Source: an optimization exercise on an open RTL-to-GDS flow (aim: small area, a short achievable clock period and few clock cycles per item). Production flows keep margins and buffers that such runs may drop.
Only simulation tests tie the RTL to the original design; equivalence was not proved.
No run shown here takes its clock network from TritonCTS; it comes from the design's own scripts or RTL.
No driver is modelled on the clock port, so clock power and skew are understated where the tree is cut down; a real chip needs a root buffer or a tree.
Power is estimated from default activity; no workload was simulated.

==> design/flow/design.v <==
module fp_add (
    input  [63:0] in_A,
    input  [63:0] in_B,
    input         clk,
    input         rst_n,
    input         in_valid,
    output [63:0] result,
    output        out_valid
);
integer k;
reg [6:0] v;
always @(posedge clk or negedge rst_n) begin
    if (!rst_n) v <= 7'd0;
    else        v <= {v[5:0], in_valid};
end
assign out_valid = v[6];
wire hA_i = |in_A[62:52], hB_i = |in_B[62:52];
reg [63:0] a0, b0;
reg        hA, hB;
always @(posedge clk) begin
    a0 <= {in_A[63:53], in_A[52] | ~hA_i, in_A[51:0]};
    b0 <= {in_B[63:53], in_B[52] | ~hB_i, in_B[51:0]};
    hA <= hA_i;
    hB <= hB_i;
end
wire        sA = a0[63], sB = b0[63];
wire [10:0] eA = a0[62:52], eB = b0[62:52];
wire [51:0] mA = a0[51:0],  mB = b0[51:0];
wire [52:0] fA = {hA, mA};
wire [52:0] fB = {hB, mB};
wire        infA = &eA, infB = &eB;
wire        nanA = infA & (|mA), nanB = infB & (|mB);
wire [11:0] dAB, dBA;
genvar sg, sl, si;
generate
    for (sg = 0; sg < 2; sg = sg + 1) begin : SUBS
        wire [10:0] u = sg ? eB : eA;
        wire [10:0] w = sg ? ~eA : ~eB;
        wire [11:0] sG [0:4];
        wire [11:0] sP [0:4];
        assign sG[0] = {u & w, 1'b1};
        assign sP[0] = {u ^ w, 1'b0};
        for (sl = 0; sl < 4; sl = sl + 1) begin : LV
            for (si = 0; si < 12; si = si + 1) begin : B
                if (si >= (1 << sl)) begin : C
                    assign sG[sl+1][si] = sG[sl][si] | (sP[sl][si] & sG[sl][si - (1 << sl)]);
                    assign sP[sl+1][si] = sP[sl][si] & sP[sl][si - (1 << sl)];
                end else begin : N
                    assign sG[sl+1][si] = sG[sl][si];
                    assign sP[sl+1][si] = sP[sl][si];
                end
            end
        end
        wire [11:0] r = {~sG[4][11], sP[0][11:1] ^ sG[4][10:0]};
        if (sg == 0) begin : AB
            assign dAB = r;
        end else begin : BA
            assign dBA = r;
        end
    end
endgenerate
wire        a_ge = ~dAB[11];                        
wire [6:0]  s7   = a_ge ? dAB[6:0] : dBA[6:0];    
wire        o64  = a_ge ? (|dAB[10:6]) : (|dBA[10:6]);
wire        o128 = a_ge ? (|dAB[10:7]) : (|dBA[10:7]);
wire        sub  = sA ^ sB;
reg  [52:0] fBig1, fSm1;
reg  [6:0]  sc1;
reg         o64_1, o128_1;
reg  [10:0] E1;
reg         sgn1, sub1, inf1, nan1;
always @(posedge clk) begin
    fBig1 <= a_ge ? fA : fB;
    fSm1  <= a_ge ? (fB ^ {53{sub}}) : (fA ^ {53{sub}});
    sc1   <= s7;
    o64_1 <= o64;
    o128_1 <= o128;
    E1    <= a_ge ? eA : eB;
    sgn1  <= a_ge ? sA : sB;
    sub1  <= sub;
    inf1  <= infA | infB;
    nan1  <= nanA | nanB | (infA & infB & (sA ^ sB));
end
wire [54:0] w0 = o64_1 ? {55{sub1}} : {fSm1, {2{sub1}}};
wire [54:0] w1 = sc1[5] ? {{32{sub1}}, w0[54:32]} : w0;
wire [54:0] w2 = sc1[4] ? {{16{sub1}}, w1[54:16]} : w1;
wire [54:0] w3 = sc1[3] ? {{8{sub1}},  w2[54:8]}  : w2;
wire [54:0] w4 = sc1[2] ? {{4{sub1}},  w3[54:4]}  : w3;
wire [54:0] w5 = sc1[1] ? {{2{sub1}},  w4[54:2]}  : w4;
wire [54:0] w6 = sc1[0] ? {sub1,       w5[54:1]}  : w5;
reg  [52:0] band;
always @(*) begin
    for (k = 0; k < 53; k = k + 1)
        band[k] = (sc1 >= k + 3) && ({1'b0, sc1} <= k + 53);
end
reg  [52:0] X2;
reg  [54:0] Y2;
reg         st2;
reg  [10:0] E2;
reg         sgn2, sub2, inf2, nan2;
always @(posedge clk) begin
    X2   <= fBig1;
    Y2   <= w6;
    st2  <= ~o128_1 & (|((fSm1 ^ {53{sub1}}) & band));
    E2   <= E1;
    sgn2 <= sgn1;
    sub2 <= sub1;
    inf2 <= inf1;
    nan2 <= nan1;
end
wire [55:0] opX = {X2, 3'b000};
wire [55:0] opY = {Y2, st2 ^ sub2};    
wire [56:0] ag = {opX & opY, sub2};
wire [56:0] ap = {opX ^ opY, 1'b0};
wire [56:0] aG [0:6];
wire [56:0] aP [0:6];
assign aG[0] = ag;
assign aP[0] = ap;
genvar al, ai;
generate
    for (al = 0; al < 6; al = al + 1) begin : ADL
        for (ai = 0; ai < 57; ai = ai + 1) begin : ADB
            if ((ai >> al) & 1) begin : C
                assign aG[al+1][ai] = aG[al][ai] | (aP[al][ai] & aG[al][((ai >> al) << al) - 1]);
                assign aP[al+1][ai] = aP[al][ai] & aP[al][((ai >> al) << al) - 1];
            end else begin : N
                assign aG[al+1][ai] = aG[al][ai];
                assign aP[al+1][ai] = aP[al][ai];
            end
        end
    end
endgenerate
wire [56:0] F   = {sub2 ^ aG[6][56], ap[56:1] ^ aG[6][55:0]};
reg  [56:0] F3;
reg  [10:0] E3;
reg         sgn3, sub3, inf3, nan3;
reg         neg3, hi3;     
always @(posedge clk) begin
    F3   <= F;
    neg3 <= sub2 & F[56];
    hi3  <= ~sub2 & F[56];
    E3   <= E2;
    sgn3 <= sgn2;
    sub3 <= sub2;
    inf3 <= inf2;
    nan3 <= nan2;
end
wire        neg  = neg3;
wire        hi   = hi3;
wire [52:0] frac = neg ? ~F3[55:3] : hi ? F3[56:4] : F3[55:3];
wire        gb   = hi ? F3[3] : F3[2];
wire        rb   = hi ? F3[2] : F3[1];
wire        sb   = hi ? (F3[1] | F3[0]) : F3[0];
wire        rnd  = neg | (gb & (rb | frac[0] | sb));
wire [52:0] pfx [0:6];
assign pfx[0] = frac;
genvar pl, pj;
generate
    for (pl = 0; pl < 6; pl = pl + 1) begin : PAL
        for (pj = 0; pj < 53; pj = pj + 1) begin : PAB
            if ((pj >> pl) & 1) begin : C
                assign pfx[pl+1][pj] = pfx[pl][pj] & pfx[pl][((pj >> pl) << pl) - 1];
            end else begin : N
                assign pfx[pl+1][pj] = pfx[pl][pj];
            end
        end
    end
endgenerate
wire [53:0] fr   = {rnd & pfx[6][52], frac ^ {{52{rnd}} & pfx[6][51:0], rnd}};
wire        ones = neg ? ~(|F3[55:3]) : hi ? (&F3[56:4]) : (&F3[55:3]);
wire        fr53 = rnd & ones;
wire [11:0] E3p0 = {1'b0, E3};
wire [11:0] E3p1 = {1'b0, E3} + 12'd1;
wire [11:0] E3p2 = {1'b0, E3} + 12'd2;
wire [11:0] exp0 = (hi & fr53) ? E3p2 : (hi | fr53) ? E3p1 : E3p0;
reg  [52:0] f4;
reg  [11:0] x4;
reg         sgn4, inf4, nan4;
always @(posedge clk) begin
    f4   <= {fr53 | fr[52], fr[51:0]};
    x4   <= exp0;
    sgn4 <= sgn3 ^ neg;
    inf4 <= inf3;
    nan4 <= nan3;
end
reg  [53:0] mark;
always @(*) begin
    for (k = 0; k < 54; k = k + 1)
        mark[k] = (x4 == 53 - k);
end
wire [63:0] lz_in = {({1'b0, f4} | mark), 10'h3ff};
wire [31:0] l1v; wire [31:0] l1c;
wire [15:0] l2v; wire [31:0] l2c;
wire [7:0]  l3v; wire [23:0] l3c;
wire [3:0]  l4v; wire [15:0] l4c;
wire [1:0]  l5v; wire [9:0]  l5c;
wire [5:0]  t;
genvar g;
generate
    for (g = 0; g < 32; g = g + 1) begin : L1
        assign l1v[g] = lz_in[2*g+1] | lz_in[2*g];
        assign l1c[g] = ~lz_in[2*g+1];
    end
    for (g = 0; g < 16; g = g + 1) begin : L2
        assign l2v[g] = l1v[2*g+1] | l1v[2*g];
        assign l2c[2*g+1:2*g] = l1v[2*g+1] ? {1'b0, l1c[2*g+1]} : {1'b1, l1c[2*g]};
    end
    for (g = 0; g < 8; g = g + 1) begin : L3
        assign l3v[g] = l2v[2*g+1] | l2v[2*g];
        assign l3c[3*g+2:3*g] = l2v[2*g+1] ? {1'b0, l2c[4*g+3:4*g+2]} : {1'b1, l2c[4*g+1:4*g]};
    end
    for (g = 0; g < 4; g = g + 1) begin : L4
        assign l4v[g] = l3v[2*g+1] | l3v[2*g];
        assign l4c[4*g+3:4*g] = l3v[2*g+1] ? {1'b0, l3c[6*g+5:6*g+3]} : {1'b1, l3c[6*g+2:6*g]};
    end
    for (g = 0; g < 2; g = g + 1) begin : L5
        assign l5v[g] = l4v[2*g+1] | l4v[2*g];
        assign l5c[5*g+4:5*g] = l4v[2*g+1] ? {1'b0, l4c[8*g+7:8*g+4]} : {1'b1, l4c[8*g+3:8*g]};
    end
endgenerate
assign t = l5v[1] ? {1'b0, l5c[9:5]} : {1'b1, l5c[4:0]};
wire ovf  = ((x4 == 12'd2047) & f4[52]) |
            ((x4 == 12'd2048) & (|f4[52:51])) |
            ((x4 == 12'd2049) & (|f4[52:50]));
wire zero = ~(|f4);
wire [11:0] x4p1   = x4 + 12'd1;
reg  [53:0] p5;
reg  [5:0]  t5;
reg  [11:0] x5;           
reg         sgn5, big5, nan5;
always @(posedge clk) begin
    p5   <= t[5] ? {f4[21:0], 32'd0} : {1'b0, f4};
    t5   <= t;
    x5   <= x4p1;
    sgn5 <= sgn4 & ~nan4 & (inf4 | ~zero);
    big5 <= inf4 | ovf;
    nan5 <= nan4;
end
wire [53:0] p6 = t5[4] ? {p5[37:0], 16'd0} : p5;
wire [53:0] p7 = t5[3] ? {p6[45:0], 8'd0}  : p6;
wire [53:0] p8 = t5[2] ? {p7[49:0], 4'd0}  : p7;
wire [53:0] p9 = t5[1] ? {p8[51:0], 2'd0}  : p8;
wire [53:0] pa = t5[0] ? {p9[52:0], 1'd0}  : p9;
wire        normal = pa[53];
wire [11:0] e1     = x5 - {6'd0, t5};
reg  [63:0] res;
always @(posedge clk) begin
    if (nan5)
        res <= {1'b0, 11'h7ff, 52'd1};
    else if (big5)
        res <= {sgn5, 11'h7ff, 52'd0};
    else
        res <= {sgn5, normal ? e1[10:0] : 11'd0, pa[52:1]};
end
assign result = res;
endmodule
==> design/flow/flow/run.sh <==
#!/bin/bash
set -euo pipefail
TREE=$PWD/flow/cts_tree.tcl
PORTS="BUFFER_PORTS_ARGS=-inputs -outputs -buffer_cell sky130_fd_sc_hd__buf_1"
MY_ABC_SCRIPT=$PWD/flow/map.abc bash standard.sh SYNTH_SCRIPT=$PWD/flow/my_synth.tcl synth > synth.log 2>&1
bash standard.sh SETUP_SLACK_MARGIN=7.1 floorplan > floorplan.log 2>&1
bash standard.sh SETUP_SLACK_MARGIN=7.1 "$PORTS" place > place.log 2>&1
bash standard.sh SETUP_SLACK_MARGIN=7.1 PRE_CTS_TCL=$TREE POST_CTS_TCL=$PWD/flow/post_cts.tcl cts > cts.log 2>&1
bash standard.sh SETUP_SLACK_MARGIN=7.1 POST_GLOBAL_ROUTE_TCL=$PWD/flow/post_grt.tcl grt > grt.log 2>&1
for step in route finish; do
  bash standard.sh SETUP_SLACK_MARGIN=7.1 $step > $step.log 2>&1
done
==> design/flow/flow/area_recovery.tcl <==
# Area recovery: give each cell the smallest drive strength of its kind
# that keeps the worst setup slack at or above a target and keeps the
# slew and capacitance limits with margin (register and clock-buffer types
# are kept; only the drive strength changes).
proc dn_ok { target smin cmin } {
  if {[worst_slack -max] < $target} { return 0 }
  if {[sta::max_slew_check_slack_limit] < $smin} { return 0 }
  if {[sta::max_capacitance_check_slack_limit] < $cmin} { return 0 }
  return 1
}
proc downsize_pass { target smin cmin } {
  set n 0
  foreach inst [get_cells *] {
    set lc [get_lib_cells -of_objects $inst]
    if {$lc eq ""} { continue }
    if {[catch {set name [get_name $lc]}]} { continue }
    if {![regexp {^(sky130_fd_sc_hd__[a-z0-9]+)_([0-9]+)$} $name -> base drv]} { continue }
    if {[string match "*clkbuf*" $base] || [string match "*clkinv*" $base] || [string match "*lpflow*" $base]} { continue }
    foreach d {0 1 2 3 4 6 8 12} {
      if {$d >= $drv} { break }
      set cand [get_lib_cells -quiet ${base}_$d]
      if {$cand eq ""} { continue }
      replace_cell $inst $cand
      if {[dn_ok $target $smin $cmin]} { incr n; break }
      replace_cell $inst $lc
    }
  }
  return $n
}
proc area_recovery { margin } {
  set wns [worst_slack -max]
  set target [expr {$wns < $margin ? $wns : $margin}]
  set s0 [sta::max_slew_check_slack_limit]
  set c0 [sta::max_capacitance_check_slack_limit]
  set smin [expr {$s0 < 0.2 ? $s0 : 0.2}]
  set cmin [expr {$c0 < 0.2 ? $c0 : 0.2}]
  set a0 [rsz::design_area]
  set total 0
  for {set pass 0} {$pass < 3} {incr pass} {
    set n [downsize_pass $target $smin $cmin]
    incr total $n
    if {$n == 0} { break }
  }
  puts [format "area_recovery: target slack %.3f (slew %.3f cap %.3f), %d cells downsized, area %.1f -> %.1f um2, worst slack %.3f" $target $smin $cmin $total [expr {$a0 * 1e12}] [expr {[rsz::design_area] * 1e12}] [worst_slack -max]]
}
==> design/flow/flow/cts_tree.tcl <==
# Sourced by ORFS's cts.tcl (PRE_CTS_TCL) in place of TritonCTS: builds a
# two-level clock tree. Root buffers on the clock port each drive a group
# of leaf buffers; each leaf buffer sits at the centre of a k-means cluster
# of flip-flops and drives them. All flip-flops see the same two buffer
# stages; the tree only shortens the clock's insertion delay.
proc my_clock_tree { {nleaf 20} {nroot 4} {bufname sky130_fd_sc_hd__clkbuf_16} } {
  set db [ord::get_db]
  set block [ord::get_db_block]
  set master [$db findMaster $bufname]
  set clk_net [$block findNet clk]
  set sinks {}
  foreach it [$clk_net getITerms] {
    set inst [$it getInst]
    set bb [$inst getBBox]
    lappend sinks [list $it [expr {([$bb xMin] + [$bb xMax]) / 2.0}] [expr {([$bb yMin] + [$bb yMax]) / 2.0}]]
  }
  set n [llength $sinks]
  # k-means: seed with sinks spread by sorted order
  set sorted [lsort -real -index 1 $sinks]
  set cx {}; set cy {}
  for {set k 0} {$k < $nleaf} {incr k} {
    set s [lindex $sorted [expr {int(($k + 0.5) * $n / $nleaf)}]]
    lappend cx [lindex $s 1]; lappend cy [lindex $s 2]
  }
  for {set iter 0} {$iter < 30} {incr iter} {
    set sx [lrepeat $nleaf 0.0]; set sy [lrepeat $nleaf 0.0]; set cnt [lrepeat $nleaf 0]
    set assign {}
    foreach s $sinks {
      set x [lindex $s 1]; set y [lindex $s 2]
      set best 0; set bd 1e30
      for {set k 0} {$k < $nleaf} {incr k} {
        set d [expr {abs($x - [lindex $cx $k]) + abs($y - [lindex $cy $k])}]
        if {$d < $bd} { set bd $d; set best $k }
      }
      lappend assign $best
      lset sx $best [expr {[lindex $sx $best] + $x}]
      lset sy $best [expr {[lindex $sy $best] + $y}]
      lset cnt $best [expr {[lindex $cnt $best] + 1}]
    }
    for {set k 0} {$k < $nleaf} {incr k} {
      if {[lindex $cnt $k] > 0} {
        lset cx $k [expr {[lindex $sx $k] / [lindex $cnt $k]}]
        lset cy $k [expr {[lindex $sy $k] / [lindex $cnt $k]}]
      }
    }
  }
  # roots: k-means of leaf centres into nroot groups
  set leaves {}
  for {set k 0} {$k < $nleaf} {incr k} { lappend leaves [list $k [lindex $cx $k] [lindex $cy $k]] }
  set lsorted [lsort -real -index 1 $leaves]
  set rx {}; set ry {}
  for {set r 0} {$r < $nroot} {incr r} {
    set s [lindex $lsorted [expr {int(($r + 0.5) * $nleaf / $nroot)}]]
    lappend rx [lindex $s 1]; lappend ry [lindex $s 2]
  }
  set rassign [lrepeat $nleaf 0]
  for {set iter 0} {$iter < 20} {incr iter} {
    set sx [lrepeat $nroot 0.0]; set sy [lrepeat $nroot 0.0]; set cnt [lrepeat $nroot 0]
    for {set k 0} {$k < $nleaf} {incr k} {
      set x [lindex $cx $k]; set y [lindex $cy $k]
      set best 0; set bd 1e30
      for {set r 0} {$r < $nroot} {incr r} {
        set d [expr {abs($x - [lindex $rx $r]) + abs($y - [lindex $ry $r])}]
        if {$d < $bd} { set bd $d; set best $r }
      }
      lset rassign $k $best
      lset sx $best [expr {[lindex $sx $best] + $x}]
      lset sy $best [expr {[lindex $sy $best] + $y}]
      lset cnt $best [expr {[lindex $cnt $best] + 1}]
    }
    for {set r 0} {$r < $nroot} {incr r} {
      if {[lindex $cnt $r] > 0} {
        lset rx $r [expr {[lindex $sx $r] / [lindex $cnt $r]}]
        lset ry $r [expr {[lindex $sy $r] / [lindex $cnt $r]}]
      }
    }
  }
  set w [$master getWidth]; set h [$master getHeight]
  # root buffers
  set rnets {}
  for {set r 0} {$r < $nroot} {incr r} {
    set inst [odb::dbInst_create $block $master "clkroot_$r"]
    set net [odb::dbNet_create $block "clkroot_net_$r"]
    $net setSigType CLOCK
    [$inst findITerm A] connect $clk_net
    [$inst findITerm X] connect $net
    $inst setLocation [expr {int([lindex $rx $r] - $w / 2)}] [expr {int([lindex $ry $r] - $h / 2)}]
    $inst setPlacementStatus PLACED
    lappend rnets $net
  }
  # leaf buffers
  set lnets {}
  for {set k 0} {$k < $nleaf} {incr k} {
    set inst [odb::dbInst_create $block $master "clkleaf_$k"]
    set net [odb::dbNet_create $block "clkleaf_net_$k"]
    $net setSigType CLOCK
    [$inst findITerm A] connect [lindex $rnets [lindex $rassign $k]]
    [$inst findITerm X] connect $net
    $inst setLocation [expr {int([lindex $cx $k] - $w / 2)}] [expr {int([lindex $cy $k] - $h / 2)}]
    $inst setPlacementStatus PLACED
    lappend lnets $net
  }
  set i 0
  foreach s $sinks {
    set it [lindex $s 0]
    $it disconnect
    $it connect [lindex $lnets [lindex $assign $i]]
    incr i
  }
  $clk_net setSigType CLOCK
  puts "my_clock_tree: $n sinks, $nleaf leaves, $nroot roots"
}

rename clock_tree_synthesis tritoncts_clock_tree_synthesis
proc clock_tree_synthesis { args } {
  my_clock_tree 40 4
}
==> design/flow/flow/map.abc <==
strash
dch
map -D 1900
topo
stime -c
buffer -c
upsize -c -D 1900
dnsize -c -D 1900
==> design/flow/flow/my_synth.tcl <==
# synth_recipe.tcl (the standard synthesis script) with one change: the
# final ABC technology mapping uses flow/map.abc, a delay-targeted mapping
# (map -D 1900) with buffering and sizing, instead of ORFS's abc_speed
# script. Registers, their names and cell types are untouched: ABC maps only
# the logic between them.
proc synth {args} { yosys synth -nofsm -noshare {*}$args }
proc abc {args} {
  set i [lsearch -exact $args -script]
  if {$i >= 0} { lset args [expr {$i + 1}] $::env(MY_ABC_SCRIPT) }
  yosys abc {*}$args
}
source $::env(SCRIPTS_DIR)/synth.tcl
# left out here: clear keep_hierarchy, flatten, clean up, hide names made inside functions, write 1_2_yosys.v
==> design/flow/flow/post_cts.tcl <==
# POST_CTS_TCL: area recovery after CTS's timing repair (flow/area_recovery.tcl),
# keeping the worst setup slack at the repair's target, then re-legalise.
source [file dirname [info script]]/area_recovery.tcl
estimate_parasitics -placement
area_recovery $::env(SETUP_SLACK_MARGIN)
detailed_placement
==> design/flow/flow/post_grt.tcl <==
# POST_GLOBAL_ROUTE_TCL: area recovery after global routing's timing repair
# (flow/area_recovery.tcl), with global-routing parasitics.
source [file dirname [info script]]/area_recovery.tcl
estimate_parasitics -global_routing
area_recovery $::env(SETUP_SLACK_MARGIN)
==> design/flow/standard.sh <==
#!/bin/bash
# synth_recipe.tcl (not shown) runs the flow's synth.tcl, then flattens the netlist and writes it again
# the make line also repeats each setting of config.mk as NAME=value (left out here)
make -C /OpenROAD-flow-scripts/flow DESIGN_CONFIG=/design/flow/config.mk WORK_HOME=/design/flow/orfs CLKGATE_MAP_FILE= SYNTH_SCRIPT=/design/flow/synth_recipe.tcl "${@:-finish}"
==> design/flow/config.mk <==
export PLATFORM = sky130hd
export DESIGN_NAME = fp_add
export DESIGN_NICKNAME = fp_add
export VERILOG_FILES = /design/flow/design.v
export SDC_FILE = /design/flow/constraint.sdc
export NUM_CORES = 8
export LEC_CHECK = 0
export CAP_MARGIN = 20
export CORE_MARGIN = 2
export CORE_UTILIZATION = 60
export SLEW_MARGIN = 20
==> design/flow/constraint.sdc <==
create_clock -name core_clock -period 10.0 [get_ports {clk}]
set_input_delay 2.0000 -clock core_clock [delete_from_list [all_inputs] [get_ports {clk}]]
set_output_delay 2.0000 -clock core_clock [all_outputs]
set_load 0.01 [all_outputs]
==> results by group, run 1 <==
Finish
  – Post-Layout Cell Count: 5018
  – Final instance area: 34190 um^2
  – # nets final: 4561
  – Filler Cell Count: 4806
  – Layout cell share with drive strength beyond 1: 2.794%
  – Commonest cells after routing, fill and taps aside: nand2_1, dfxtp_1, o21ai_0, inv_1, nor2_1
  – Syn-to-layout area delta: 8.240%
  – Final antenna diode count: 0
  – Most common cell after layout, fill and taps aside: nand2_1

Pwr
  – Clock share of power: 14.8%
  – Sequential share of power: 39.3%
  – Static Leakage: 0.01483 uW
  – Total Power: 10580 uW
  – Cell Int Power: 5930 uW
  – Share of total power in combinational logic: 45.9%
  – Switching share of power: 43.93%
  – Peak supply drop: 0.0001763 V
  – PwrDens: 309.4 nW/um^2
  – Net load switching power: 4646 uW

Critical path
  – Slowest-stage cell, CP: nor4_1
  – Setup CP Type: flip-flop to flip-flop
  – Startpoint Class: flip-flop
  – Setup crit end kind: flip-flop
  – Largest stage delay on the critical path: 0.62 ns
  – Delay-heaviest family, CP: simple AND/OR/NAND/NOR gates
  – Critical Path AT: 4.10 ns
  – CP required: 10.28 ns
  – Cell repeated most along the worst path: inv_1
  – CP Max Fanout: 13
  – Critical path cell sequence: nor4_1 -> inv_1 -> nor4_1 -> a21boi_0 -> inv_1 -> nor2_1 -> nand3_1 -> nor2_1 -> clkinv_1 -> nor3_1 -> nand2_1 -> inv_1 -> nand3_1 -> buf_2 -> inv_2 -> nand2_1 -> o21ai_0
  – CP bufs+invs: 6

Drt
  – WL/cell: 19.22 um
  – Drt drc: 0
  – Post-Route WL: 96460 um
  – Post-DRT Antenna Nets: 0
  – DR iter-0 viols: 2533
  – DR pass1 iterations: 8
  – Total number of vias: 28.86k
  – DR vias/cell: 5.752

Global route
  – GRT Util Overall: 33.04%
  – Largest net degree at the start of global routing: 66
  – Antenna violations before repair: 1
  – Grt total ovfl: 0
  – First-pass GRT wire length: 141400 um
  – Number of global-route vias before repair: 26.34k

Placed design
  – Dpl ws: 6.065 ns
  – Placed Area: 32620 um^2
  – Placer Congestion: 1.034
  – Final HPWL DP: 69740 um
  – IO buf count: 195
  – Placed Cells: 4874

Logic synthesis
  – Mapped cell area: 31580 um^2
  – Sequential fraction of the synthesis area: 42.58%
  – Register bit total from synthesis: 670
  – Top cells by area, synth: dfxtp_1, nand2_1, o21ai_0
  – Top cell type by total area after synthesis: dfxtp_1
  – Yosys top cell area share: 42.03%
  – Post-Synthesis Net Count: 4392
  – Ys Warns: 1
  – Yosys cell types: 62
  – Mapped Cells: 4163
  – Post-Syn Area per Cell: 7.587 um^2

Timing
  – Worst Tran Pin Value: 0.9755 ns
  – Final WS setup: 6.186 ns
  – Tmin final: 3.814 ns
  – Final setup viols: 0
  – Slew Viols, Final: 0
  – Clock Skew: 0.1008 ns
  – Final Hold Viols: 0
  – Slew headroom: 34.96%
  – Post-Route Setup TNS: 0 ns
  – Fin crit share: 38.14%
  – Max Fclk: 0.2622 GHz

Floorplan
  – Core area: 52340 um^2
  – Ports: 196
  – Starting Density: 60.34%
  – Rows: 84
  – Chip width: 233.4 um
  – Total die area: 54490 um^2
  – Die boundary height: 233.4 um

Run status
  – Status: complete, no violations

Run
  – Max Cap Viol: 0

CTS
  – Worst skew pair latency: 0.43 ns
  – Worst-path clk slew: 0.11 ns

Hold path
  – Hold crit path type: flip-flop to flip-flop
sequential cells by signal, indices dropped and copies added, names as in the netlist, 6 cells and up:
register	count
fSm1	53
x5	11
res	64
X2	53
sc1	7
v	7
t5	6
E1	11
p5	54
fBig1	53
f4	53
E3	11
a0	64
x4	12
b0	64
F3	57
Y2	55
E2	11
Yosys cell counts, drive strengths merged:
cell,number
a2111oi,4
a211oi,9
a21boi,3
a21o,2
a21oi,243
a221o,5
a221oi,10
a22oi,9
a311oi,4
a31oi,39
a32o,1
a32oi,9
and2,2
and3,1
buf,68
clkbuf,139
clkinv,5
dfrtp,7
dfxtp,663
fa,7
ha,91
inv,453
mux2i,53
nand2,778
nand3,106
nand3b,1
nand4,53
nor2,319
nor3,56
nor4,57
o2111ai,21
o211ai,64
o21a,3
o21ai,605
o21bai,17
o221ai,6
o22ai,6
o311ai,2
o31ai,9
o32ai,3
o41ai,4
or2,14
xnor2,33
xor2,179
final timing paths:
path	startpoint	end	slack (ns)	cells past startpoint
max	x4[10]$_DFF_P_	t5[1]$_DFF_P_	6.19	17
min	fBig1[14]$_DFF_P_	X2[14]$_DFF_P_	0.31	0
max reg2reg	x4[10]$_DFF_P_	t5[1]$_DFF_P_	6.19	17
min reg2reg	fBig1[14]$_DFF_P_	X2[14]$_DFF_P_	0.31	0
max in group asynchronous	rst_n	v[2]$_DFF_PN0_	8.17	1
min in group asynchronous	rst_n	v[5]$_DFF_PN0_	1.52	1
final cells by class:
| cell class | count | area [um^2] | area share (%) |
|---|---|---|---|
| flip-flops and latches | 670 | 13450 | 39.34 |
| inverters | 458 | 1753 | 5.128 |
| multi-input cells | 2830 | 15450 | 45.21 |
| repair inverters | 4 | 21.27 | 0.06222 |
| plain buffers | 44 | 1101 | 3.221 |
| well taps | 688 | 860.8 | 2.518 |
| repair buffers | 324 | 1548 | 4.527 |
through the flow:
step           util (%)  hold slack, ns
2_1_floorplan         -          0.3096
3_3_place_gp      62.32          0.3098
3_5_place_dp      62.32          0.3121
6_report          65.31          0.3140
cells by family (layout without fill, tap and decap cells):
| logic type | after synthesis | after routing | share of synthesized area [%] |
|---|---|---|---|
| fa+ha+maj | 98 | 98 | 4.049 |
| xor+xnor | 212 | 212 | 5.879 |
| simple gates | 1387 | 1389 | 18.52 |
| compound gates | 1078 | 1078 | 19.14 |
| flops | 670 | 670 | 42.58 |
| buf+inv | 665 | 830 | 8.145 |
| mux | 53 | 53 | 1.680 |
metal layers:
metal	global-route usage, %	part of all wire [%]	up-vias
li1	-	-	14127
met1	39.68	39	13152
met2	57.32	47	1200
met3	3.748	6.3	383
met4	18.87	7.4	0
met5	0	0	-
power by group through the flow:
| stage | combinational [uW] | sequential, uW | clock, uW |
|---|---|---|---|
| finish | 4860 | 4150 | 1570 |
| detailed placement | 4620 | 4190 | 0 |
| global placement | 4580 | 4180 | 0 |
| floorplan | 3430 | 3960 | 0 |
Testbench counts, summed over its fixed seeds: cycles 80,056, items 80,000.
==> inputs of run 2 (changes only) <==
==> design/flow/flow/run.sh (replaced) <==
#!/bin/bash
set -euo pipefail
TREE=$PWD/flow/cts_tree.tcl
PORTS="BUFFER_PORTS_ARGS=-inputs -outputs -buffer_cell sky130_fd_sc_hd__buf_1"
MY_ABC_SCRIPT=$PWD/flow/map.abc bash standard.sh SYNTH_SCRIPT=$PWD/flow/my_synth.tcl synth > synth.log 2>&1
bash standard.sh SETUP_SLACK_MARGIN=7.1 floorplan > floorplan.log 2>&1
bash standard.sh SETUP_SLACK_MARGIN=7.1 "$PORTS" place > place.log 2>&1
bash standard.sh SETUP_SLACK_MARGIN=7.1 PRE_CTS_TCL=$TREE cts > cts.log 2>&1
bash standard.sh SETUP_SLACK_MARGIN=7.1 POST_GLOBAL_ROUTE_TCL=$PWD/flow/post_grt.tcl grt > grt.log 2>&1
for step in route finish; do
  bash standard.sh SETUP_SLACK_MARGIN=7.1 $step > $step.log 2>&1
done
==> design/flow/flow/area_recovery.tcl (replaced) <==
# Area recovery: give each cell the smallest drive strength of its kind
# that keeps the worst setup slack at or above a target plus a guard, keeps
# the slew and capacitance limits with margin, and keeps the cell's own
# output transition below a bound (register and clock-buffer types are
# kept; only the drive strength changes).
proc dn_out_slew { inst } {
  set s 0
  foreach pin [get_pins -of_objects $inst -filter "direction==output"] {
    foreach p {slew_max_rise slew_max_fall} {
      set v [get_property $pin $p]
      if {$v > $s} { set s $v }
    }
  }
  return $s
}
proc dn_ok { inst target smin cmin smax } {
  if {[worst_slack -max] < $target} { return 0 }
  if {[dn_out_slew $inst] > $smax} { return 0 }
  if {[sta::max_slew_check_slack_limit] < $smin} { return 0 }
  if {[sta::max_capacitance_check_slack_limit] < $cmin} { return 0 }
  return 1
}
proc downsize_pass { target smin cmin smax } {
  set n 0
  foreach inst [get_cells *] {
    set lc [get_lib_cells -of_objects $inst]
    if {$lc eq ""} { continue }
    if {[catch {set name [get_name $lc]}]} { continue }
    if {![regexp {^(sky130_fd_sc_hd__[a-z0-9]+)_([0-9]+)$} $name -> base drv]} { continue }
    if {[string match "*clkbuf*" $base] || [string match "*clkinv*" $base] || [string match "*lpflow*" $base]} { continue }
    foreach d {0 1 2 3 4 6 8 12} {
      if {$d >= $drv} { break }
      set cand [get_lib_cells -quiet ${base}_$d]
      if {$cand eq ""} { continue }
      replace_cell $inst $cand
      if {[dn_ok $inst $target $smin $cmin $smax]} { incr n; break }
      replace_cell $inst $lc
    }
  }
  return $n
}
proc area_recovery { margin guard smax } {
  set wns [worst_slack -max]
  set target [expr {($wns < $margin ? $wns : $margin) + $guard}]
  set s0 [sta::max_slew_check_slack_limit]
  set c0 [sta::max_capacitance_check_slack_limit]
  set smin [expr {$s0 < 0.2 ? $s0 : 0.2}]
  set cmin [expr {$c0 < 0.2 ? $c0 : 0.2}]
  set a0 [rsz::design_area]
  set total 0
  for {set pass 0} {$pass < 3} {incr pass} {
    set n [downsize_pass $target $smin $cmin $smax]
    incr total $n
    if {$n == 0} { break }
  }
  puts [format "area_recovery: target slack %.3f (slew %.3f cap %.3f out %.2f), %d cells downsized, area %.1f -> %.1f um2, worst slack %.3f" $target $smin $cmin $smax $total [expr {$a0 * 1e12}] [expr {[rsz::design_area] * 1e12}] [worst_slack -max]]
}
==> design/flow/flow/post_grt.tcl (replaced) <==
# POST_GLOBAL_ROUTE_TCL: area recovery after global routing's timing repair
# (flow/area_recovery.tcl), with global-routing parasitics: keep the worst
# setup slack 0.08 ns above the repair's result and every downsized cell's
# output transition under 0.3 ns.
source [file dirname [info script]]/area_recovery.tcl
estimate_parasitics -global_routing
area_recovery $::env(SETUP_SLACK_MARGIN) 0.08 0.3
removed: design/flow/flow/post_cts.tcl
==> results by group, run 2 <==
Timing
  – Final setup viols: 0 (unchanged)
  – Final WS setup: 6.406 ns (was 6.186 ns)
  – Final Hold Viols: 0 (unchanged)
  – Fin crit share: 35.94% (was 38.14%)
  – Worst Tran Pin Value: 0.9837 ns (was 0.9755 ns)
  – Clock Skew: 0.09896 ns (was 0.1008 ns)
  – Slew headroom: 34.42% (was 34.96%)
  – Post-Route Setup TNS: 0 ns (unchanged)
  – Tmin final: 3.594 ns (was 3.814 ns)
  – Max Fclk: 0.2783 GHz (was 0.2622 GHz)
  – Slew Viols, Final: 0 (unchanged)

CTS
  – Setup Fix Bufs, Post-CTS: 20
  – Worst skew pair latency: 0.43 ns (about the same)
  – Hold Buf Count CTS: 0
  – Post_cts resized: 64
  – Worst-path clk slew: 0.08 ns (was 0.11 ns)

Run
  – Max Cap Viol: 0 (unchanged)

Hold path
  – WHS Endpoint: X2[9]$_DFF_P_ (was X2[14]$_DFF_P_)
  – Hold path startpoint: fBig1[9]$_DFF_P_ (was fBig1[14]$_DFF_P_)
  – Hold crit path type: flip-flop to flip-flop (unchanged)
  – Worst hold stages: 0 (unchanged)

Logic synthesis
  – Register bit total from synthesis: 670 (unchanged)
  – Synth top cells by count: nand2_1, dfxtp_1, o21ai_0 (unchanged)
  – Ys Warns: 1 (unchanged)
  – Yosys top cell area share: 42.03% (unchanged)
  – Sequential fraction of the synthesis area: 42.58% (unchanged)
  – Top cell type by total area after synthesis: dfxtp_1 (unchanged)
  – Post-Syn Area per Cell: 7.587 um^2 (unchanged)
  – Yosys cell types: 62 (unchanged)
  – Post-synth EDFFs: 0 (unchanged)
  – Main flop type after synthesis: dfxtp_1 (unchanged)
  – Top cells by area, synth: dfxtp_1, nand2_1, o21ai_0 (unchanged)
  – Mapped Cells: 4163 (unchanged)
  – Most instantiated library cell after synthesis: nand2_1 (unchanged)
  – Post-Synthesis Net Count: 4392 (unchanged)
  – Mapped cell area: 31580 um^2 (unchanged)
  – Async SR Flop Fraction: 1.045% (unchanged)

Placed design
  – Final HPWL DP: 69740 um (unchanged)
  – Placed Area: 32620 um^2 (unchanged)
  – Dpl ws: 6.065 ns (unchanged)
  – IO buf count: 195 (unchanged)
  – Placer Congestion: 1.034 (unchanged)

Finish
  – Most common cell after layout, fill and taps aside: nand2_1 (unchanged)
  – Filler Cell Count: 4780 (was 4806)
  – Final antenna diode count: 0 (unchanged)
  – FF+latch area: 13450 um^2 (about the same)
  – Commonest cells after routing, fill and taps aside: nand2_1, dfxtp_1, o21ai_0, inv_1, nor2_1 (unchanged)
  – # nets final: 4544 (was 4561)
  – Top Registers: a0: 64 flops, b0: 64 flops, res: 64 flops (unchanged)
  – Syn-to-layout area delta: 8.906% (was 8.240%)
  – Multi-input gate area: 15640 um^2 (was 15450 um^2)
  – Fin util: 65.72% (was 65.31%)
  – Layout cell share with drive strength beyond 1: 3.733% (was 2.794%)
  – Final instance area: 34400 um^2 (was 34190 um^2)

Floorplan
  – Core area: 52340 um^2 (unchanged)
  – Die boundary height: 233.4 um (unchanged)
  – Rows: 84 (unchanged)
  – Total die area: 54490 um^2 (unchanged)
  – Chip width: 233.4 um (unchanged)
  – Starting Density: 60.34% (unchanged)
  – Ports: 196 (unchanged)

Critical path
  – CP Max Fanout: 25 (was 13)
  – FF-to-FF path depth: 19 (was 17)
  – CP required: 10.34 ns (was 10.28 ns)
  – Startpoint Class: flip-flop (unchanged)
  – Setup crit end kind: flip-flop (unchanged)
  – Setup CP Type: flip-flop to flip-flop (unchanged)
  – Reg2reg end: f4[52]$_DFF_P_ (was t5[1]$_DFF_P_)
  – Setup slack, reg-to-reg: 6.41 ns (was 6.19 ns)
  – Worst R2R Start: neg3$_DFF_P_ (was x4[10]$_DFF_P_)
  – Critical Path AT: 3.94 ns (was 4.10 ns)

Drt
  – DR vias/cell: 5.713 (was 5.752)
  – Post-DRT Antenna Nets: 0 (unchanged)
  – DR iter-0 viols: 2625 (was 2533)
  – Post-Route WL: 95610 um (was 96460 um)
  – Total number of vias: 28.57k (was 28.86k)
  – Drt drc: 0 (unchanged)
  – DR pass1 iterations: 6 (was 8)
  – WL/cell: 19.12 um (was 19.22 um)

Pwr
  – PwrDens: 308.9 nW/um^2 (was 309.4 nW/um^2)
  – Peak supply drop: 0.0001734 V (was 0.0001763 V)
  – Static Leakage: 0.01487 uW (was 0.01483 uW)

Global route
  – Antenna violations before repair: 1 (unchanged)
  – First-pass GRT wire length: 141400 um (about the same)
  – Grt total ovfl: 0 (unchanged)
  – Largest net degree at the start of global routing: 66 (unchanged)
  – Number of global-route vias before repair: 26.29k (was 26.34k)
  – GRT Util Overall: 33.03% (was 33.04%)

Run status
  – Status: complete, no violations (unchanged)
run 2: cell counts after synthesis:
Identical to the previous run, type by type.
run 2: area by class of cell:
type                    instances  area share [%]
well taps                     688           2.503
multi-input cells            2830           45.46
repair inverters                4         0.06184
plain buffers                  44           3.201
inverters                     458           5.147
repair buffers                307           4.514
flip-flops and latches        670           39.11
run 2: worst max path at each step:
stage | start | end | depth (start not counted) | slack [ns]
floorplan | a0[53]$_DFF_P_ | fSm1[52]$_DFF_P_ | 11 | 7.44
global placement | sc1[4]$_DFF_P_ | st2$_DFF_P_ | 12 | 6.18
detailed placement | a0[53]$_DFF_P_ | fSm1[51]$_DFF_P_ | 10 | 6.06
CTS | a0[53]$_DFF_P_ | o64_1$_DFF_P_ | 11 | 7.11
finish | neg3$_DFF_P_ | f4[52]$_DFF_P_ | 19 | 6.41
run 2: critical path, cell delays in order (launching register included):
cell and delay (ns):
dfxtp_1 0.38, buf_2 0.28, clkinv_8 0.13, buf_4 0.25
o21ai_0 0.32, nand2_1 0.09, nor2_1 0.17, nand2_1 0.08
nor3_1 0.16, inv_1 0.08, nor3_1 0.18, nand3_1 0.10
nor2_1 0.27, inv_1 0.20, nor2_2 0.18, nand2_1 0.10
or2_0 0.25, nor2_1 0.16, nand2_1 0.07, o211ai_1 0.08
run 2: per-stage QoR:
step / std cells / total power [uW] / hold slack, ns
6_report: 5001 / 10620 / 0.3152
4_1_cts: 4948 / 10270 / 0.3121
3_5_place_dp: 4874 / 8811 / 0.3121
3_3_place_gp: 4874 / 8763 / 0.3098
2_1_floorplan: 4163 / 7392 / 0.3096
run 2: per-layer routing:
layer	vias to the layer above	global-route usage, %	part of all wire, %
met5	-	0	0
met4	0	18.89	7.1
met3	351	3.735	6.3
met2	1114	57.22	47
met1	13001	39.73	39
li1	14105	-	-
run 2: logic make-up (layout without fill, tap and decap cells):
family,Yosys count,count (layout),share of synthesized area [%]
AND/OR/NAND/NOR,1387,1389,18.52
AO/OA/AOI/OAI,1078,1078,19.14
adder cells (fa/ha/maj),98,98,4.049
flip-flops,670,670,42.58
multiplexers,53,53,1.680
XOR/XNOR,212,212,5.879
buffers and inverters,665,813,8.145
run 2: report_power, final:
part | leakage [uW] | total [uW] | switching [uW] | internal, uW
Clock | 0.000542 | 1570 | 791 | 777
Sequential | 0.00566 | 4160 | 638 | 3520
Combinational | 0.00866 | 4900 | 3240 | 1660
Total | 0.0149 | 10600 | 4660 | 5960
==> inputs of run 3 (changes only) <==
==> design/flow/flow/area_recovery.tcl (replaced) <==
# Area recovery after timing repair: give each cell (register and
# clock-buffer types kept, only the drive strength changes) the smallest
# drive strength of its kind that keeps the worst setup slack at or above
# a target, keeps the slew and capacitance limits with margin, and keeps
# the cell's own output transition under a bound. Parasitics are
# re-estimated after every swap, since a swapped cell's nets lose theirs.
proc ar_out_slew { inst } {
  set s 0
  foreach pin [get_pins -of_objects $inst -filter "direction==output"] {
    foreach p {slew_max_rise slew_max_fall} {
      set v [get_property $pin $p]
      if {$v > $s} { set s $v }
    }
  }
  return $s
}
proc ar_out_slack { inst } {
  set s 1e9
  foreach pin [get_pins -of_objects $inst -filter "direction==output"] {
    set v [get_property $pin slack_max]
    if {$v < $s} { set s $v }
  }
  return $s
}
proc ar_ok { inst target smin cmin smax } {
  estimate_parasitics $::ar_mode
  if {[worst_slack -max] < $target} { return 0 }
  if {[ar_out_slew $inst] > $smax} { return 0 }
  if {[sta::max_slew_check_slack_limit] < $smin} { return 0 }
  if {[sta::max_capacitance_check_slack_limit] < $cmin} { return 0 }
  return 1
}
proc ar_pass { target smin cmin smax } {
  set n 0
  foreach inst [get_cells *] {
    set lc [get_lib_cells -of_objects $inst]
    if {$lc eq ""} { continue }
    if {[catch {set name [get_name $lc]}]} { continue }
    if {![regexp {^(sky130_fd_sc_hd__[a-z0-9]+)_([0-9]+)$} $name -> base drv]} { continue }
    if {[string match "*clkbuf*" $base] || [string match "*clkinv*" $base] || [string match "*lpflow*" $base]} { continue }
    if {[ar_out_slack $inst] < $target + 0.02} { continue }
    # smaller drive strengths of the same cell, largest first
    set cands {}
    foreach d {12 8 6 4 3 2 1 0} {
      if {$d >= $drv} { continue }
      set c [get_lib_cells -quiet ${base}_$d]
      if {$c ne ""} { lappend cands $c }
    }
    set best $lc
    foreach c $cands {
      replace_cell $inst $c
      if {[ar_ok $inst $target $smin $cmin $smax]} { set best $c } else { break }
    }
    if {$best ne $lc} { incr n }
    replace_cell $inst $best
  }
  estimate_parasitics $::ar_mode
  return $n
}
proc area_recovery { mode margin guard smax } {
  set ::ar_mode $mode
  estimate_parasitics $mode
  set wns [worst_slack -max]
  set target [expr {($wns < $margin ? $wns : $margin) + $guard}]
  set s0 [sta::max_slew_check_slack_limit]
  set c0 [sta::max_capacitance_check_slack_limit]
  set smin [expr {$s0 < 0.2 ? $s0 : 0.2}]
  set cmin [expr {$c0 < 0.2 ? $c0 : 0.2}]
  set a0 [rsz::design_area]
  set total 0
  for {set pass 0} {$pass < 2} {incr pass} {
    set n [ar_pass $target $smin $cmin $smax]
    incr total $n
    if {$n == 0} { break }
  }
  puts [format "area_recovery: target slack %.3f (slew %.3f cap %.3f out %.2f), %d cells downsized, area %.1f -> %.1f um2, worst slack %.3f" $target $smin $cmin $smax $total [expr {$a0 * 1e12}] [expr {[rsz::design_area] * 1e12}] [worst_slack -max]]
}
==> design/flow/flow/post_grt.tcl (replaced) <==
# POST_GLOBAL_ROUTE_TCL: area recovery after global routing's timing repair
# (flow/area_recovery.tcl), with global-routing parasitics: the worst setup
# slack may not drop below what the repair reached (or its target), and no
# downsized cell's output transition may exceed 0.5 ns.
source [file dirname [info script]]/area_recovery.tcl
area_recovery -global_routing $::env(SETUP_SLACK_MARGIN) 0.0 0.5
==> results by group, run 3 <==
Global route
  – Antenna violations before repair: 1 (unchanged)
  – Number of global-route vias before repair: 26.29k (unchanged)
  – GRT Util Overall: 33.03% (unchanged)
  – Largest net degree at the start of global routing: 66 (unchanged)
  – Grt total ovfl: 0 (unchanged)
  – First-pass GRT wire length: 141400 um (unchanged)

Pwr
  – Static Leakage: 0.01498 uW (was 0.01487 uW)
  – Peak supply drop: 0.0001733 V (was 0.0001734 V)
  – PwrDens: 308.1 nW/um^2 (was 308.9 nW/um^2)

Placed design
  – Placer Congestion: 1.034 (unchanged)
  – IO buf count: 195 (unchanged)
  – Dpl ws: 6.065 ns (unchanged)
  – Final HPWL DP: 69740 um (unchanged)

Hold path
  – WHS Endpoint: X2[21]$_DFF_P_ (was X2[9]$_DFF_P_)
  – Worst hold stages: 0 (unchanged)
  – Hold crit path type: flip-flop to flip-flop (unchanged)
  – Hold path startpoint: fBig1[21]$_DFF_P_ (was fBig1[9]$_DFF_P_)

Critical path
  – Critical path cell sequence: buf_1 (was buf_2 -> clkinv_8 -> buf_4 -> o21ai_0 -> nand2_1 -> nor2_1 -> nand2_1 -> nor3_1 -> inv_1 -> nor3_1 -> nand3_1 -> nor2_1 -> inv_1 -> nor2_2 -> nand2_1 -> or2_0 -> nor2_1 -> nand2_1 -> o211ai_1)
  – CP bufs+invs: 1 (was 5)
  – Worst R2R Start: sc1[4]$_DFF_P_ (was neg3$_DFF_P_)
  – CP Max Fanout: 1 (was 25)
  – CP required: 8.00 ns (was 10.34 ns)
  – Critical Path AT: 0.94 ns (was 3.94 ns)
  – Slowest-stage cell, CP: dfxtp_1 (unchanged)
  – CP Launch Point: res[60]$_SDFF_PP1_ (was neg3$_DFF_P_)
  – Reg2reg end: st2$_DFF_P_ (was f4[52]$_DFF_P_)
  – Largest stage delay on the critical path: 0.33 ns (was 0.38 ns)
  – Delay-heaviest family, CP: flip-flops (was simple AND/OR/NAND/NOR gates)
  – Setup CP Type: flip-flop to primary output (was flip-flop to flip-flop)
  – FF-to-FF path depth: 14 (was 19)
  – Setup slack, reg-to-reg: 7.07 ns (was 6.41 ns)
  – Setup crit end kind: primary output (was flip-flop)
  – Startpoint Class: flip-flop (unchanged)

Drt
  – DR iter-0 viols: 2463 (was 2625)
  – DR vias/cell: 5.731 (was 5.713)
  – WL/cell: 19.14 um (was 19.12 um)
  – Post-DRT Antenna Nets: 0 (unchanged)
  – Total number of vias: 28.66k (was 28.57k)
  – Post-Route WL: 95720 um (was 95610 um)
  – Drt drc: 0 (unchanged)
  – DR pass1 iterations: 6 (unchanged)

Finish
  – # nets final: 4544 (unchanged)
  – Most common cell after layout, fill and taps aside: nand2_1 (unchanged)
  – Filler Cell Count: 4702 (was 4780)
  – Layout cell share with drive strength beyond 1: 5.356% (was 3.733%)
  – Final antenna diode count: 0 (unchanged)
  – Commonest cells after routing, fill and taps aside: nand2_1, dfxtp_1, o21ai_0, inv_1, nor2_1 (unchanged)
  – Syn-to-layout area delta: 10.18% (was 8.906%)
  – Fin util: 66.48% (was 65.72%)
  – Top Registers: a0: 64 flops, b0: 64 flops, res: 64 flops (unchanged)

Floorplan
  – Core area: 52340 um^2 (unchanged)
  – Ports: 196 (unchanged)
  – Total die area: 54490 um^2 (unchanged)
  – Die boundary height: 233.4 um (unchanged)
  – Rows: 84 (unchanged)
  – Chip width: 233.4 um (unchanged)
  – Starting Density: 60.34% (unchanged)

Logic synthesis
  – Yosys top cell area share: 42.03% (unchanged)
  – Post-Syn Area per Cell: 7.587 um^2 (unchanged)
  – Synth top cells by count: nand2_1, dfxtp_1, o21ai_0 (unchanged)
  – Main flop type after synthesis: dfxtp_1 (unchanged)
  – Most instantiated library cell after synthesis: nand2_1 (unchanged)
  – Top cells by area, synth: dfxtp_1, nand2_1, o21ai_0 (unchanged)
  – Post-Synthesis Net Count: 4392 (unchanged)
  – Top cell type by total area after synthesis: dfxtp_1 (unchanged)
  – Async SR Flop Fraction: 1.045% (unchanged)
  – Mapped Cells: 4163 (unchanged)
  – Yosys cell types: 62 (unchanged)
  – Sequential fraction of the synthesis area: 42.58% (unchanged)
  – Mapped cell area: 31580 um^2 (unchanged)
  – Register bit total from synthesis: 670 (unchanged)
  – Post-synth EDFFs: 0 (unchanged)
  – Ys Warns: 1 (unchanged)

Timing
  – Final WS setup: 7.055 ns (was 6.406 ns)
  – Hold WS: 0.3100 ns (was 0.3152 ns)
  – Clock Skew: 0.09865 ns (was 0.09896 ns)
  – Tmin final: 2.945 ns (was 3.594 ns)
  – Worst Tran Pin Value: 0.9923 ns (was 0.9837 ns)
  – Max Fclk: 0.3396 GHz (was 0.2783 GHz)
  – Final setup viols: 0 (unchanged)
  – Final Hold Viols: 0 (unchanged)
  – Post-Route Setup TNS: 0 ns (unchanged)
  – Fin crit share: 29.45% (was 35.94%)
  – Slew headroom: 33.84% (was 34.42%)
  – Slew Viols, Final: 0 (unchanged)

CTS
  – Worst skew pair latency: 0.43 ns (about the same)
  – Worst-path clk slew: 0.11 ns (was 0.08 ns)
  – Setup Fix Bufs, Post-CTS: 20 (unchanged)
  – Post_cts resized: 64 (unchanged)
  – Hold Buf Count CTS: 0 (unchanged)

Run
  – Max Cap Viol: 0 (unchanged)

Run status
  – Status: complete, no violations (unchanged)
==> run 3: cell counts after synthesis <==
Identical to the previous run, type by type.
==> run 3: kinds of logic after synthesis <==
| logic type | Yosys count | share of synthesized area (%) |
|---|---|---|
| XOR/XNOR | 212 | 5.879 |
| buffers and inverters | 665 | 8.145 |
| adder cells (fa/ha/maj) | 98 | 4.049 |
| AO/OA/AOI/OAI | 1078 | 19.14 |
| flip-flops | 670 | 42.58 |
| AND/OR/NAND/NOR | 1387 | 18.52 |
| multiplexers | 53 | 1.680 |
==> run 3: how the worst max path moves through the flow <==
| stage | end | slack (ns) | cells after the start |
|---|---|---|---|
| floorplan | fSm1[52]$_DFF_P_ | 7.44 | 11 |
| global placement | st2$_DFF_P_ | 6.18 | 12 |
| detailed placement | fSm1[51]$_DFF_P_ | 6.06 | 10 |
| CTS | o64_1$_DFF_P_ | 7.11 | 11 |
| finish | result[60] | 7.06 | 1 |
==> run 3: routing by layer <==
layer,vias to the layer above,GRT usage (%),wire length (um)
li1,14110,-,-
met1,13054,39.73,37740
met2,1143,57.22,45350
met3,356,3.735,5830
met4,0,18.89,6803
met5,-,0,0
==> run 3: final cells by class <==
class	instances	area (um^2)	share of cell area, %
flip-flops and latches	670	13470	38.70
repair buffers	307	1653	4.750
multi-input cells	2830	15910	45.72
inverters	458	1780	5.117
plain buffers	44	1101	3.164
well taps	688	860.8	2.474
repair inverters	4	23.77	0.06832
==> run 3: stage by stage <==
step | std cells | area [um^2] | power (uW)
floorplan | 4163 | 31580 | 7392
global placement | 4874 | 32620 | 8763
detailed placement | 4874 | 32620 | 8811
CTS | 4948 | 34310 | 10270
finish | 5001 | 34800 | 10720
==> run 3: where the power goes <==
group	switching [uW]	leakage (uW)	internal, uW	total, uW
Sequential	643	0.00567	3530	4170
Combinational	3280	0.00877	1710	4990
Clock	786	0.000542	776	1560
==> run 3: worst register-to-register path, stage by stage (launching register included) <==
cell and delay, ns:
dfxtp_1 0.33, buf_12 0.18, clkinvlp_4 0.15, buf_2 0.21, nor2_1 0.09, inv_1 0.23
nor2_2 0.14, nor2_1 0.23, inv_2 0.11, a21oi_1 0.25, a21oi_1 0.07, a2111oi_1 0.49
nand3_1 0.13, nor2_1 0.11, nor2_1 0.04
==> inputs of run 4 (changes only) <==
--- a/design/flow/flow/area_recovery.tcl
+++ b/design/flow/flow/area_recovery.tcl
@@ -1,7 +1,8 @@
 # Area recovery after timing repair: give each cell (register and
 # clock-buffer types kept, only the drive strength changes) the smallest
-# drive strength of its kind that keeps the worst setup slack at or above
-# a target, keeps the slew and capacitance limits with margin, and keeps
+# drive strength of its kind that keeps the worst setup slack where it was
+# (or at the repair's target), keeps every path through the cell a guard
+# above that, keeps the slew and capacitance limits with margin, and keeps
 # the cell's own output transition under a bound. Parasitics are
 # re-estimated after every swap, since a swapped cell's nets lose theirs.
 proc ar_out_slew { inst } {
@@ -22,15 +23,16 @@
   }
   return $s
 }
-proc ar_ok { inst target smin cmin smax } {
+proc ar_ok { inst floor target smin cmin smax } {
   estimate_parasitics $::ar_mode
-  if {[worst_slack -max] < $target} { return 0 }
+  if {[worst_slack -max] < $floor} { return 0 }
+  if {[ar_out_slack $inst] < $target} { return 0 }
   if {[ar_out_slew $inst] > $smax} { return 0 }
   if {[sta::max_slew_check_slack_limit] < $smin} { return 0 }
   if {[sta::max_capacitance_check_slack_limit] < $cmin} { return 0 }
   return 1
 }
-proc ar_pass { target smin cmin smax } {
+proc ar_pass { floor target smin cmin smax } {
   set n 0
   foreach inst [get_cells *] {
     set lc [get_lib_cells -of_objects $inst]
@@ -49,7 +51,7 @@
     set best $lc
     foreach c $cands {
       replace_cell $inst $c
-      if {[ar_ok $inst $target $smin $cmin $smax]} { set best $c } else { break }
+      if {[ar_ok $inst $floor $target $smin $cmin $smax]} { set best $c } else { break }
     }
     if {$best ne $lc} { incr n }
     replace_cell $inst $best
@@ -61,7 +63,8 @@
   set ::ar_mode $mode
   estimate_parasitics $mode
   set wns [worst_slack -max]
-  set target [expr {($wns < $margin ? $wns : $margin) + $guard}]
+  set floor [expr {$wns < $margin ? $wns : $margin}]
+  set target [expr {$floor + $guard}]
   set s0 [sta::max_slew_check_slack_limit]
   set c0 [sta::max_capacitance_check_slack_limit]
   set smin [expr {$s0 < 0.2 ? $s0 : 0.2}]
@@ -69,7 +72,7 @@
   set a0 [rsz::design_area]
   set total 0
   for {set pass 0} {$pass < 2} {incr pass} {
-    set n [ar_pass $target $smin $cmin $smax]
+    set n [ar_pass $floor $target $smin $cmin $smax]
     incr total $n
     if {$n == 0} { break }
   }
==> design/flow/flow/post_grt.tcl (replaced) <==
# POST_GLOBAL_ROUTE_TCL: area recovery after global routing's timing repair
# (flow/area_recovery.tcl), with global-routing parasitics: the worst setup
# slack may not drop below what the repair reached (or its target), every
# path through a downsized cell keeps 0.05 ns above that, and no downsized
# cell's output transition may exceed 0.5 ns.
source [file dirname [info script]]/area_recovery.tcl
area_recovery -global_routing $::env(SETUP_SLACK_MARGIN) 0.05 0.5
==> results by group, run 4 <==
Logic synthesis
  – Most instantiated library cell after synthesis: nand2_1 (unchanged)
  – Register bit total from synthesis: 670 (unchanged)
  – Sequential fraction of the synthesis area: 42.58% (unchanged)
  – Synth top cells by count: nand2_1, dfxtp_1, o21ai_0 (unchanged)
  – Async SR Flop Fraction: 1.045% (unchanged)
  – Ys Warns: 1 (unchanged)
  – Yosys cell types: 62 (unchanged)
  – Post-Synthesis Net Count: 4392 (unchanged)
  – Top cells by area, synth: dfxtp_1, nand2_1, o21ai_0 (unchanged)
  – Mapped Cells: 4163 (unchanged)
  – Post-Syn Area per Cell: 7.587 um^2 (unchanged)
  – Top cell type by total area after synthesis: dfxtp_1 (unchanged)
  – Mapped cell area: 31580 um^2 (unchanged)
  – Post-synth EDFFs: 0 (unchanged)
  – Main flop type after synthesis: dfxtp_1 (unchanged)
  – Yosys top cell area share: 42.03% (unchanged)

Drt
  – DR iter-0 viols: 2421 (was 2463)
  – DR vias/cell: 5.723 (was 5.731)
  – Post-Route WL: 95730 um (was 95720 um)
  – DR pass1 iterations: 10 (was 6)
  – WL/cell: 19.14 um (about the same)
  – Drt drc: 0 (unchanged)
  – Total number of vias: 28.62k (was 28.66k)
  – Post-DRT Antenna Nets: 0 (unchanged)

Placed design
  – IO buf count: 195 (unchanged)
  – Placed Cells: 4874 (unchanged)
  – Placer Congestion: 1.034 (unchanged)
  – Final HPWL DP: 69740 um (unchanged)

Critical path
  – Critical Path AT: 0.93 ns (was 0.94 ns)
  – CP Max Fanout: 1 (unchanged)
  – Critical path cell sequence: buf_1 (unchanged)
  – Delay-heaviest family, CP: flip-flops (unchanged)
  – CP required: 8.00 ns (about the same)
  – Setup CP Type: flip-flop to primary output (unchanged)
  – CP bufs+invs: 1 (unchanged)
  – Largest stage delay on the critical path: 0.33 ns (about the same)
  – Setup crit end kind: primary output (unchanged)
  – Slowest-stage cell, CP: dfxtp_1 (unchanged)
  – Startpoint Class: flip-flop (unchanged)

Pwr
  – PwrDens: 308.3 nW/um^2 (was 308.1 nW/um^2)
  – Peak supply drop: 0.0001731 V (was 0.0001733 V)
  – Total Power: 10760 uW (was 10720 uW)
  – Static Leakage: 0.01501 uW (was 0.01498 uW)

Timing
  – Fin crit share: 29.35% (was 29.45%)
  – Max Fclk: 0.3408 GHz (was 0.3396 GHz)
  – Tmin final: 2.935 ns (was 2.945 ns)
  – Final Hold Viols: 0 (unchanged)
  – Slew headroom: 34.81% (was 33.84%)
  – Worst Tran Pin Value: 0.9779 ns (was 0.9923 ns)
  – Clock Skew: 0.09861 ns (was 0.09865 ns)
  – Final setup viols: 0 (unchanged)
  – Post-Route Setup TNS: 0 ns (unchanged)
  – Slew Viols, Final: 0 (unchanged)

Finish
  – Syn-to-layout area delta: 10.49% (was 10.18%)
  – Final antenna diode count: 0 (unchanged)
  – Fin util: 66.67% (was 66.48%)
  – Commonest cells after routing, fill and taps aside: nand2_1, dfxtp_1, o21ai_0, inv_1, nor2_1 (unchanged)
  – Top Registers: a0: 64 flops, b0: 64 flops, res: 64 flops (unchanged)
  – Most common cell after layout, fill and taps aside: nand2_1 (unchanged)
  – Filler Cell Count: 4682 (was 4702)
  – # nets final: 4544 (unchanged)
  – Post-Layout Cell Count: 5001 (unchanged)
  – Layout cell share with drive strength beyond 1: 5.912% (was 5.356%)

Floorplan
  – Total die area: 54490 um^2 (unchanged)
  – Die boundary height: 233.4 um (unchanged)
  – Ports: 196 (unchanged)
  – Rows: 84 (unchanged)
  – Starting Density: 60.34% (unchanged)
  – Chip width: 233.4 um (unchanged)
  – Core area: 52340 um^2 (unchanged)

CTS
  – Worst-path clk slew: 0.11 ns (about the same)
  – Hold Buf Count CTS: 0 (unchanged)
  – Post_cts resized: 64 (unchanged)
  – Worst skew pair latency: 0.43 ns (about the same)
  – Setup Fix Bufs, Post-CTS: 20 (unchanged)

Run status
  – Status: complete, no violations (unchanged)

Global route
  – First-pass GRT wire length: 141400 um (unchanged)
  – Grt total ovfl: 0 (unchanged)
  – GRT Util Overall: 33.03% (unchanged)
  – Antenna violations before repair: 1 (unchanged)
  – Largest net degree at the start of global routing: 66 (unchanged)
  – Number of global-route vias before repair: 26.29k (unchanged)

Run
  – Max Cap Viol: 0 (unchanged)

Hold path
  – Hold crit path type: flip-flop to flip-flop (unchanged)
==> run 4: through the flow <==
| step | instance area [um^2] | setup slack, ns | hold WS (ns) |
|---|---|---|---|
| 6_report | 34900 | 7.065 | 0.3060 |
| 3_3_place_gp | 32620 | 6.176 | 0.3098 |
| 2_1_floorplan | 31580 | 7.437 | 0.3096 |
| 4_1_cts | 34310 | 7.106 | 0.3121 |
| 3_5_place_dp | 32620 | 6.065 | 0.3121 |
==> run 4: layout make-up <==
class	count	area, um^2	area share, %
Multi-Input combinational cell	2830	15980	45.79
Sequential cell	670	13470	38.61
Inverter	458	1783	5.109
Timing Repair Buffer	307	1673	4.794
Buffer	44	1101	3.155
Tap cell	688	860.8	2.467
Timing Repair inverter	4	26.28	0.07529
==> run 4: cell families after synthesis <==
logic type	after synthesis	synth area share, %
buffers and inverters	665	8.145
XOR/XNOR	212	5.879
AND/OR/NAND/NOR	1387	18.52
flip-flops	670	42.58
adder cells (fa/ha/maj)	98	4.049
AO/OA/AOI/OAI	1078	19.14
multiplexers	53	1.680
==> run 4: path summary, 6_finish.rpt <==
| path | to | depth (start not counted) | slack, ns | startpoint |
|---|---|---|---|---|
| worst max-delay path | result[61] | 1 | 7.07 | res[61]$_SDFF_PP1_ |
| worst min-delay path | X2[21]$_DFF_P_ | 0 | 0.31 | fBig1[21]$_DFF_P_ |
| worst max register to register | st2$_DFF_P_ | 13 | 7.11 | sc1[2]$_DFF_P_ |
| worst min register to register | X2[21]$_DFF_P_ | 0 | 0.31 | fBig1[21]$_DFF_P_ |
| max in group asynchronous | v[2]$_DFF_PN0_ | 1 | 8.16 | rst_n |
| min in group asynchronous | v[5]$_DFF_PN0_ | 1 | 1.53 | rst_n |
==> run 4: where the power goes <==
group	internal (uW)	switching (uW)
clock network	776	790
registers	3530	643
logic	1730	3290
total	6030	4730
==> run 4: layer usage <==
| metal | share of wire, % | GRT usage, % |
|---|---|---|
| met4 | 6.9 | 18.89 |
| met5 | 0 | 0 |
| met3 | 6.2 | 3.735 |
| met2 | 48 | 57.22 |
| met1 | 39 | 39.73 |

[what the ideal ports hide]
How much do the figures lean on ideal ports? The routed layouts below were timed once more, with nothing changed but the port constraints. Step 1, drivers: a clkbuf_16 drives clk and a buf_2 each remaining input, both assumed. Step 2 times the ports against the registers' clock, not the clock port: input delays grow and output delays shrink by t, the midpoint of the rising clock arrivals with the driver on. Slacks: ideal ports / drivers / drivers and shift; pairs: ideal ports / drivers.
| run | t (ns) | setup slack, ns | latest minus earliest clock arrival (ns) | cell pins on the clock port's net |
|---|---|---|---|---|
| run 1 | 0.523 | 6.186 / 6.186 / 6.186 | 0.112 / 0.111 | 4 |
| run 2 | 0.521 | 6.406 / 6.406 / 6.406 | 0.110 / 0.109 | 4 |
| run 3 | 0.524 | 7.055 / 6.915 / 7.066 | 0.109 / 0.109 | 4 |
| run 4 | 0.524 | 7.065 / 6.926 / 7.111 | 0.108 / 0.108 | 4 |
After both steps every run listed still meets setup and hold.
